Background: an optimization exercise with open tools, aiming at small area. Do not read the settings as production practice. In this exercise RTL edits were held to simulation tests only and were not proved equivalent to the original.

==> run a <==
## lcd_fsm
module lcd_fsm(
    input clk,
    input reset,
    input play_sw,
    input mov_up,
    input mov_dwn,
    input sel,
    input vol_dwn,
    input vol_up,
    input wrt_ack,
    input audio_rdy,
    input data_present_bro,
    input ram_rdy,
    output wrt_req,
    output write_enb,
    output reg read_req,
    output reg read_ack,
    output [7:0] lcd_state,
    output [4:0] vol_level,
    output [25:0] addr,
    output reg [7:0] leds
    );
    localparam [2:0] P_HELLO = 3'd6;    
    localparam [2:0] P_AT    = 3'd0;    
    localparam [2:0] P_SEND  = 3'd2;    
    localparam [2:0] P_ACK   = 3'd3;    
    localparam [2:0] P_WDIS  = 3'd1;    
    localparam [2:0] P_RREQ  = 3'd4;    
    localparam [2:0] P_RDATA = 3'd5;    
    localparam [1:0] K_PLAY = 2'd0;
    localparam [1:0] K_REC  = 2'd1;
    localparam [1:0] K_DEL  = 2'd2;
    reg [2:0]  ph;
    reg [3:0]  scr;         
    reg [1:0]  kind;        
    reg        v6, v12;     
    reg [2:0]  trk;         
    reg [11:0] alow;        
    reg [11:0] tendn0, tendn1, tendn2, tendn3, tendn4;
    wire [11:0] tend0 = ~tendn0, tend1 = ~tendn1, tend2 = ~tendn2, tend3 = ~tendn3, tend4 = ~tendn4;
    assign wrt_req   = (ph == P_ACK);
    assign write_enb = (ph == P_WDIS);
    assign lcd_state = {4'b0000, scr};
    assign vol_level = {1'b0, v12, v6 | v12, v6, 1'b0};
    wire wrapA = ~alow[11] & ~alow[10];
    wire wrapB = ~(alow[11] & alow[10]);
    reg [13:0] ahi;
    always @(*) begin
        case (trk)
            3'd1:    ahi = wrapA ? 14'd2017 : 14'd2016;
  ...
clock: 5.0 ns
lec_check: 0
cap_margin: 0
core_margin: 2
core_utilization: 85
gpl_timing_driven: 0
place_density: 0.92
slew_margin: 0
standard.sh (not shown) runs the stock make flow with config.mk's settings and CLKGATE_MAP_FILE= SYNTH_SCRIPT=/design/flow/synth_recipe.tcl, a recipe that flattens the netlist after the stock synthesis.
==> flow/flow/run.sh <==
#!/bin/bash
# Standard synthesis, then an area re-mapping of its combinational logic
# (registers kept as they are), then the standard layout with small port
# buffers, one shared tie cell and a clock tree without dummy loads.
set -euo pipefail
export BUFFER_PORTS_ARGS="-buffer_cell sky130_fd_sc_hd__buf_1"
export SKIP_REPAIR_TIE_FANOUT=1
export CTS_ARGS="-sink_clustering_enable -repair_clock_nets -buf_list sky130_fd_sc_hd__clkbuf_8 -dont_use_dummy_load"
bash standard.sh synth > synth.log 2>&1
R=$PWD/orfs/results/sky130hd/lcd_fsm/base
cp $R/1_2_yosys.v std_synth.v
# re-map with a few seeds of ABC's deep synthesis; keep the smallest
for s in 1 2 3 4; do
  sed "s/SEED/$s/" flow/area.abc > remap_$s.abc
  REMAP_IN=$PWD/std_synth.v REMAP_OUT=$PWD/remapped_$s.v REMAP_SCRIPT=$PWD/remap_$s.abc \
  REMAP_STAT=$PWD/remap_stat_$s.log yosys -c flow/remap.tcl > remap_$s.log 2>&1 &
done
wait
best=""; besta=""
for s in 1 2 3 4; do
  a=$(awk '/Chip area/ {print $NF}' remap_stat_$s.log 2>/dev/null || true)
  [[ -n "$a" ]] || continue
  if [[ -z "$besta" ]] || awk "BEGIN {exit !($a < $besta)}"; then best=$s; besta=$a; fi
done
echo "seed $best area $besta" > remap_choice.log
cp remapped_$best.v remapped.v
# absorb inverters on register outputs; keep the result only if it is proven equal
cp remapped.v final_synth.v
if python3 flow/peephole.py remapped.v peephole.v > peephole.log 2>&1 && \
   EQ_GOLD=$PWD/remapped.v EQ_GATE=$PWD/peephole.v yosys -c flow/equiv.tcl > equiv.log 2>&1; then
  cp peephole.v final_synth.v
fi
cp final_synth.v $R/1_2_yosys.v
bash standard.sh > layout.log 2>&1
==> flow/flow/area.abc <==
strash
&get -n
&deepsyn -T 30 -S SEED
&put
dch -f
amap
strash
dch -f
amap
==> flow/flow/peephole.py <==
#!/usr/bin/env python3
"""Absorb inverters on register outputs into the gates they feed.

Reads a flat gate-level netlist written by Yosys (one module, sky130hd
cells), and rewrites every

    inv(Q of a register) -> only load: one input of an o22ai

as a single o2bb2ai that takes the register output directly.  The partner
input of that o22ai input pair is needed inverted; it is taken from the input
of the inverter that drives it if there is one, else from a new inverter that
is shared by all the rewrites that need it.  The function of the netlist is
unchanged:

    o22ai:   Y = !((A1 | A2) & (B1 | B2))
    o2bb2ai: Y = !((!A1_N | !A2_N) & (B1 | B2))

usage: peephole.py IN.v OUT.v
"""
import re
import sys

P = "sky130_fd_sc_hd__"
CELL_RE = re.compile(r"^  (" + P + r"\w+) (\S+)\s+\((.*?)\n  \);\n", re.S | re.M)
PIN_RE = re.compile(r"\.(\w+)\(([^()]*?)\)")
OUT_PINS = ("X", "Y", "Q", "Q_N", "HI", "LO")


def esc(net):
    # escaped identifiers end at white space
    return net + " " if net.startswith("\\") else net


def main():
    src = open(sys.argv[1]).read()
    cells = []
    for m in CELL_RE.finditer(src):
        pins = {k: v.strip() for k, v in PIN_RE.findall(m.group(3))}
        cells.append({"type": m.group(1), "name": m.group(2), "pins": pins,
                      "span": m.span()})
    ports = set()
    for m in re.finditer(r"^\s*(?:input|output|inout)\s+(?:\[[^\]]*\]\s*)?(\w+)\s*;", src, re.M):
        ports.add(m.group(1))

    def base(net):
        return re.sub(r"\s*\[.*$", "", net.lstrip("\\")).strip()

    drv = {}
    loads = {}
    for c in cells:
        for k, v in c["pins"].items():
            if k in OUT_PINS:
                drv[v] = (c, k)
            else:
                loads.setdefault(v, []).append((c, k))
    # nets used by assign statements count as extra loads
    for m in re.finditer(r"^\s*assign\s+(.*?)\s*=\s*(.*?)\s*;", src, re.M):
        loads.setdefault(m.group(2).strip(), []).append((None, None))

    def is_inv(c):
        return re.match(P + r"(clk)?inv_\d+$", c["type"]) is not None

    def is_reg(c):
        return "df" in c["type"]

    new_invs = {}
    remove = set()
    replace = {}
    undo = {}
    nrew = 0
    for c in cells:
        if not is_inv(c) or c["name"] in remove:
            continue
        q = c["pins"].get("A")
        nq = c["pins"].get("Y")
        if q not in drv or not is_reg(drv[q][0]):
            continue
        if base(nq) in ports:
            continue
        ld = loads.get(nq, [])
        if len(ld) != 1 or ld[0][0] is None:
            continue
        g, pin = ld[0]
        if not re.match(P + r"o22ai_1$", g["type"]) or g["name"] in replace:
            continue
        p = g["pins"]
        pair = {"A1": "A2", "A2": "A1", "B1": "B2", "B2": "B1"}
        partner = p[pair[pin]]
        other = ("B1", "B2") if pin in ("A1", "A2") else ("A1", "A2")
        # the partner, inverted
        if partner == nq:
            continue
        if partner in drv and is_inv(drv[partner][0]):
            npartner = drv[partner][0]["pins"]["A"]
        else:
            if partner not in new_invs:
                new_invs[partner] = "_peep_inv_%d_" % len(new_invs)
            npartner = new_invs[partner]
        replace[g["name"]] = {"A1_N": q, "A2_N": npartner,
                              "B1": p[other[0]], "B2": p[other[1]], "Y": p["Y"]}
        remove.add(c["name"])
        undo[g["name"]] = c["name"]
        nrew += 1

    users = {}
    for gname, r in replace.items():
        if r["A2_N"] in new_invs.values():
            users.setdefault(r["A2_N"], []).append(gname)
    for w, gl in users.items():
        if len(gl) * 1.25 <= 3.75:
            for gname in gl:
                del replace[gname]
                remove.discard(undo[gname])
                nrew -= 1
            for n in [n for n, x in new_invs.items() if x == w]:
                del new_invs[n]

    # rebuild the text
    out = []
    pos = 0
    for c in cells:
        s, e = c["span"]
        out.append(src[pos:s])
        pos = e
        if c["name"] in remove:
            continue
        if c["name"] in replace:
            r = replace[c["name"]]
            body = ",\n".join("    .%s(%s)" % (k, esc(r[k])) for k in ("A1_N", "A2_N", "B1", "B2", "Y"))
            out.append("  %so2bb2ai_1 _peep_%s_ (\n%s\n  );\n" % (P, c["name"].strip("\\_ "), body))
        else:
            out.append(src[s:e])
    out.append(src[pos:])
    text = "".join(out)
    if new_invs:
        decl = "".join("  wire %s;\n" % w for w in new_invs.values())
        insts = "".join("  %sinv_1 %s (\n    .A(%s),\n    .Y(%s)\n  );\n" % (P, w + "cell", esc(n), w)
                        for n, w in new_invs.items())
        i = text.index("\nendmodule")
        text = text[:i] + "\n" + insts + text[i:]
        # declarations right after the module header
        j = text.index(");\n", text.index("module ")) + 3
        text = text[:j] + decl + text[j:]
    open(sys.argv[2], "w").write(text)
    print("rewrites %d, new inverters %d" % (nrew, len(new_invs)))


if __name__ == "__main__":
    main()
Other scripts of this flow, unchanged in this note and not shown: flow/flow/equiv.tcl, flow/flow/remap.tcl
==> run b (differences from run a) <==
--- a/flow/design.v
+++ b/flow/design.v
@@ -32,18 +32,17 @@
     localparam [1:0] K_REC  = 2'd1;
     localparam [1:0] K_DEL  = 2'd2;
     reg [2:0]  ph;
     reg [3:0]  scr;         
     reg [1:0]  kind;        
     reg        v6, v12;     
     reg [2:0]  trk;         
     reg [11:0] alow;        
-    reg [11:0] tendn0, tendn1, tendn2, tendn3, tendn4;
-    wire [11:0] tend0 = ~tendn0, tend1 = ~tendn1, tend2 = ~tendn2, tend3 = ~tendn3, tend4 = ~tendn4;
+    reg [11:0] tend0, tend1, tend2, tend3, tend4;    
     assign wrt_req   = (ph == P_ACK);
     assign write_enb = (ph == P_WDIS);
     assign lcd_state = {4'b0000, scr};
     assign vol_level = {1'b0, v12, v6 | v12, v6, 1'b0};
     wire wrapA = ~alow[11] & ~alow[10];
     wire wrapB = ~(alow[11] & alow[10]);
     reg [13:0] ahi;
     always @(*) begin
@@ -216,15 +215,15 @@
             assign clr[g]  = reset | del_all | (del_one && pos == g);
             assign ld[g]   = ~clr[g] & rec_stop & (trk == g);
             assign hold[g] = ~clr[g] & ~ld[g];
         end
     endgenerate
     wire [11:0] maskA = 12'h400;
     wire [11:0] maskB = 12'hC00;
     always @(posedge clk) begin
-        tendn0 <= ({12{ld[0]}} & ~alow) | ({12{hold[0]}} & tendn0) | ({12{clr[0]}});
-        tendn1 <= ({12{ld[1]}} & ~alow) | ({12{hold[1]}} & tendn1) | ({12{clr[1]}} & ~maskA);
-        tendn2 <= ({12{ld[2]}} & ~alow) | ({12{hold[2]}} & tendn2) | ({12{clr[2]}} & ~maskB);
-        tendn3 <= ({12{ld[3]}} & ~alow) | ({12{hold[3]}} & tendn3) | ({12{clr[3]}} & ~maskA);
-        tendn4 <= ({12{ld[4]}} & ~alow) | ({12{hold[4]}} & tendn4) | ({12{clr[4]}} & ~maskB);
+        tend0 <= ({12{ld[0]}} & alow) | ({12{hold[0]}} & tend0);
+        tend1 <= ({12{ld[1]}} & alow) | ({12{hold[1]}} & tend1) | ({12{clr[1]}} & maskA);
+        tend2 <= ({12{ld[2]}} & alow) | ({12{hold[2]}} & tend2) | ({12{clr[2]}} & maskB);
+        tend3 <= ({12{ld[3]}} & alow) | ({12{hold[3]}} & tend3) | ({12{clr[3]}} & maskA);
+        tend4 <= ({12{ld[4]}} & alow) | ({12{hold[4]}} & tend4) | ({12{clr[4]}} & maskB);
     end
 endmodule
==> flow/flow/area.abc (replaced) <==
strash
&get -n
&deepsyn -T 30 -S SEED
&put
dch -f
amap
--- a/flow/flow/peephole.py
+++ b/flow/flow/peephole.py
@@ -61,17 +61,16 @@
         return re.match(P + r"(clk)?inv_\d+$", c["type"]) is not None
 
     def is_reg(c):
         return "df" in c["type"]
 
     new_invs = {}
     remove = set()
     replace = {}
-    undo = {}
     nrew = 0
     for c in cells:
         if not is_inv(c) or c["name"] in remove:
             continue
         q = c["pins"].get("A")
         nq = c["pins"].get("Y")
         if q not in drv or not is_reg(drv[q][0]):
             continue
@@ -94,31 +93,17 @@
             npartner = drv[partner][0]["pins"]["A"]
         else:
             if partner not in new_invs:
                 new_invs[partner] = "_peep_inv_%d_" % len(new_invs)
             npartner = new_invs[partner]
         replace[g["name"]] = {"A1_N": q, "A2_N": npartner,
                               "B1": p[other[0]], "B2": p[other[1]], "Y": p["Y"]}
         remove.add(c["name"])
-        undo[g["name"]] = c["name"]
         nrew += 1
-
-    users = {}
-    for gname, r in replace.items():
-        if r["A2_N"] in new_invs.values():
-            users.setdefault(r["A2_N"], []).append(gname)
-    for w, gl in users.items():
-        if len(gl) * 1.25 <= 3.75:
-            for gname in gl:
-                del replace[gname]
-                remove.discard(undo[gname])
-                nrew -= 1
-            for n in [n for n, x in new_invs.items() if x == w]:
-                del new_invs[n]
 
     # rebuild the text
     out = []
     pos = 0
     for c in cells:
         s, e = c["span"]
         out.append(src[pos:s])
         pos = e
CORE_UTILIZATION = 70   (was 85)
PLACE_DENSITY = 0.85   (was 0.92)
==> run c (differences from run a) <==
--- a/flow/design.v
+++ b/flow/design.v
@@ -9,43 +9,53 @@
     input vol_dwn,
     input vol_up,
     input wrt_ack,
     input audio_rdy,
     input data_present_bro,
     input ram_rdy,
     output wrt_req,
     output write_enb,
-    output reg read_req,
-    output reg read_ack,
+    output read_req,
+    output read_ack,
     output [7:0] lcd_state,
     output [4:0] vol_level,
     output [25:0] addr,
     output reg [7:0] leds
     );
-    localparam [2:0] P_HELLO = 3'd6;    
-    localparam [2:0] P_AT    = 3'd0;    
-    localparam [2:0] P_SEND  = 3'd2;    
-    localparam [2:0] P_ACK   = 3'd3;    
-    localparam [2:0] P_WDIS  = 3'd1;    
-    localparam [2:0] P_RREQ  = 3'd4;    
-    localparam [2:0] P_RDATA = 3'd5;    
+    localparam [3:0] S_HELLO = 4'b0011;
+    localparam [3:0] S_WDIS  = 4'b0111;
+    localparam [3:0] S_RREQ  = 4'b1100;
+    localparam [3:0] S_RREQ1 = 4'b1101;
+    localparam [3:0] S_RDATA = 4'b1110;
+    localparam [3:0] S_RDAT1 = 4'b1111;
     localparam [1:0] K_PLAY = 2'd0;
     localparam [1:0] K_REC  = 2'd1;
     localparam [1:0] K_DEL  = 2'd2;
-    reg [2:0]  ph;
+    reg [3:0]  st;
     reg [3:0]  scr;         
-    reg [1:0]  kind;        
     reg        v6, v12;     
     reg [2:0]  trk;         
     reg [11:0] alow;        
     reg [11:0] tendn0, tendn1, tendn2, tendn3, tendn4;
     wire [11:0] tend0 = ~tendn0, tend1 = ~tendn1, tend2 = ~tendn2, tend3 = ~tendn3, tend4 = ~tendn4;
-    assign wrt_req   = (ph == P_ACK);
-    assign write_enb = (ph == P_WDIS);
+    wire [1:0] kind = st[1:0];      
+    wire c_at    = (st[3:2] == 2'b00);
+    wire at      = c_at & ~(st[1] & st[0]);
+    wire hello   = c_at & st[1] & st[0];
+    wire c_send  = (st[3:2] == 2'b01);
+    wire send    = c_send & ~(st[1] & st[0]);
+    wire wdis    = c_send & st[1] & st[0];
+    wire ack     = (st[3:2] == 2'b10);
+    wire in_rreq  = (st[3:1] == 3'b110);
+    wire in_rdata = (st[3:1] == 3'b111);
+    assign wrt_req   = ack;
+    assign write_enb = wdis;
+    assign read_req  = in_rdata & st[0];
+    assign read_ack  = in_rreq & st[0];
     assign lcd_state = {4'b0000, scr};
     assign vol_level = {1'b0, v12, v6 | v12, v6, 1'b0};
     wire wrapA = ~alow[11] & ~alow[10];
     wire wrapB = ~(alow[11] & alow[10]);
     reg [13:0] ahi;
     always @(*) begin
         case (trk)
             3'd1:    ahi = wrapA ? 14'd2017 : 14'd2016;
@@ -72,17 +82,16 @@
                           ({12{toh[3]}} & tend3) | ({12{toh[4]}} & tend4);
     wire end_empty = (trk != 3'd0) &&
                      (cur_end[11:9] == ((trk == 3'd1 || trk == 3'd3) ? 3'b010 : 3'b110));
     wire at_end    = (alow == cur_end);
     wire before_end = ~at_end & ~end_empty;
     wire up_only = mov_up & ~mov_dwn & ~sel;
     wire dn_only = ~mov_up & mov_dwn & ~sel;
     wire released = ~(mov_up | mov_dwn | sel | vol_dwn | vol_up);
-    wire at     = (ph == P_AT);
     wire s_list = scr[3] & (scr[2:0] != 3'd0) & (scr[2:0] != 3'd7);    
     wire s_back = (scr == 4'd14);
     wire s_trk  = s_list & ~s_back;                                     
     wire s_first = (scr == 4'd9);
     wire k_play = (kind == K_PLAY);
     wire k_rec  = (kind == K_REC);
     wire k_del  = ~k_play & ~k_rec;
     wire [2:0] pos = scr[2:0] - 3'd1;       
@@ -136,68 +145,69 @@
     end
     wire go_send  = at & (m_inc | m_dec | m_jmp);
     wire rec_step = at & (scr == 4'd8) & ~sel & ~at_lim & audio_rdy;
     wire rec_stop = at & (scr == 4'd8) & (sel | at_lim);
     wire play_go  = at & s_trk & k_play & ~m_inc & ~m_dec & play_sw;
     wire rec_go   = at & s_trk & k_rec & sel;
     wire del_one  = at & s_trk & k_del & sel;
     wire del_all  = at & (scr == 4'd3) & sel;
-    wire play_step = (ph == P_RDATA) & data_present_bro & play_sw;
+    wire play_step = in_rdata & data_present_bro & play_sw;
     wire play_menu = at & (scr == 4'd0) & sel;
     wire step = rec_step | play_step;
     wire load_base = play_go | rec_go;
     reg [11:0] base_low;
     always @(*) begin
         case (pos)
             3'd1:    base_low = 12'h7E1;
             3'd2:    base_low = 12'hFC1;
             3'd3:    base_low = 12'h7A1;
             3'd4:    base_low = 12'hF81;
             default: base_low = 12'h000;
         endcase
     end
     always @(posedge clk) begin
         if (reset) begin
-            ph       <= P_HELLO;
+            st       <= S_HELLO;
             scr      <= 4'd0;
             v6       <= 1'b0;
             v12      <= 1'b0;
             trk      <= 3'd0;
             alow     <= 12'd0;
             leds     <= 8'd0;
-            read_req <= 1'b0;
-            read_ack <= 1'b0;
         end else begin
-            read_req <= (ph == P_RREQ) & audio_rdy & before_end;
-            read_ack <= play_step;
-            case (ph)
-                P_HELLO: if (sel && ram_rdy) ph <= P_SEND;
-                P_SEND:  if (released) ph <= P_ACK;
-                P_ACK:   if (wrt_ack) ph <= P_AT;
-                P_WDIS:  ph <= P_AT;
-                P_RREQ:
-                    if (audio_rdy && before_end) ph <= P_RDATA;
-                    else if (at_end || !play_sw) ph <= P_SEND;
-                P_RDATA:
-                    if (data_present_bro && play_sw) ph <= P_RREQ;
-                    else if (!play_sw) ph <= P_SEND;
-                default:  
-                    if (m_inc | m_dec | m_jmp) ph <= P_SEND;
-                    else if (rec_step) ph <= P_WDIS;
-                    else if (play_go) ph <= P_RREQ;
-            endcase
+            if (hello) begin
+                if (sel && ram_rdy) st <= {2'b01, K_PLAY};
+            end else if (send) begin
+                if (released) st <= {2'b10, kind};
+            end else if (ack) begin
+                if (wrt_ack) st <= {2'b00, kind};
+            end else if (wdis) begin
+                st <= {2'b00, K_PLAY};
+            end else if (in_rreq) begin
+                if (audio_rdy && before_end) st <= S_RDAT1;
+                else if (at_end || !play_sw) st <= {2'b01, K_PLAY};
+                else st <= S_RREQ;
+            end else if (in_rdata) begin
+                if (data_present_bro && play_sw) st <= S_RREQ1;
+                else if (!play_sw) st <= {2'b01, K_PLAY};
+                else st <= S_RDATA;
+            end else begin  
+                if (m_inc | m_dec | m_jmp)
+                    st <= {2'b01, (sel && scr == 4'd0) ? K_PLAY :
+                                  (sel && scr == 4'd1) ? K_REC :
+                                  (sel && scr == 4'd2) ? K_DEL : kind};
+                else if (rec_step) st <= S_WDIS;
+                else if (play_go) st <= S_RREQ;
+            end
             if (at) begin
                 if (m_inc) scr <= scr + 4'd1;
                 else if (m_dec) scr <= scr - 4'd1;
                 else if (m_jmp) scr <= jmp_to;
             end
-            if (at && sel && scr == 4'd0) kind <= K_PLAY;
-            if (at && sel && scr == 4'd1) kind <= K_REC;
-            if (at && sel && scr == 4'd2) kind <= K_DEL;
             if (at && sel && scr == 4'd5) begin v6 <= 1'b0; v12 <= 1'b0; end
             if (at && sel && scr == 4'd6) begin v6 <= 1'b1; v12 <= 1'b0; end
             if (at && sel && scr == 4'd7) begin v6 <= 1'b0; v12 <= 1'b1; end
             if (play_menu) begin
                 trk  <= 3'd0;
                 alow <= 12'd0;
             end else if (load_base) begin
                 trk  <= pos;
CORE_UTILIZATION = 70   (was 85)
PLACE_DENSITY = 0.85   (was 0.92)
==> results_dict.tcl <==
set metrics [dict create \
    status "stopped before the end" \
    lastStage "3_1_place_gp_skip_io" \
    stop_error "[ERROR GPL-0301] Utilization 102.805 % exceeds 100%." \
    initial_utilization 0.877 \
    die_h_um 73.8 \
    synthesis.nets 546 \
]
Source of the figures above: run a

==> results_dict.tcl <==
set metrics [dict create \
    initial_utilization 0.733 \
    firstDrtPassIters 16 \
    status "complete, no violations" \
    die_h_um 80.4 \
    synthesis.nets 573 \
    reg2regPathDepth 22 \
]
Source of the figures above: run c

==> results_dict.tcl <==
set metrics [dict create \
    cts.repair.resized 3 \
    max_cap_violations 0 \
    finalSetupTns_ps 0 \
    status "complete, no violations" \
    dr.first_iter.drc_count 547 \
    initial_utilization 0.716 \
]
Source of the figures above: run b

port drivers added, routing unchanged:
In the flow no input, the clock included, has a driving cell. The finished layouts below were timed again as built, in two steps. Step 1 assumes that a clkbuf_16 drives the clock port and a buf_2 every other input. Step 2 adds t to the input delays and takes it off the output delays; t is the mean of the earliest and latest rising clock arrival at the registers after step 1. Input paths then give back, and output paths get back, about the clock's delay inside the block. Three values: no drivers, after step 1, after step 2; two values: the first two.
run | shift t [ns] | setup slack, ns | slew at the worst register clock pin (ns) | worst data-port slew with drivers (ns)
run b | 0.391 | 0.269 / 0.269 / 0.269 | 0.10 / 0.10 | 0.03
run c | 0.398 | 0.227 / 0.227 / 0.227 | 0.10 / 0.10 | 0.03
After both steps setup and hold are still met in every run listed.
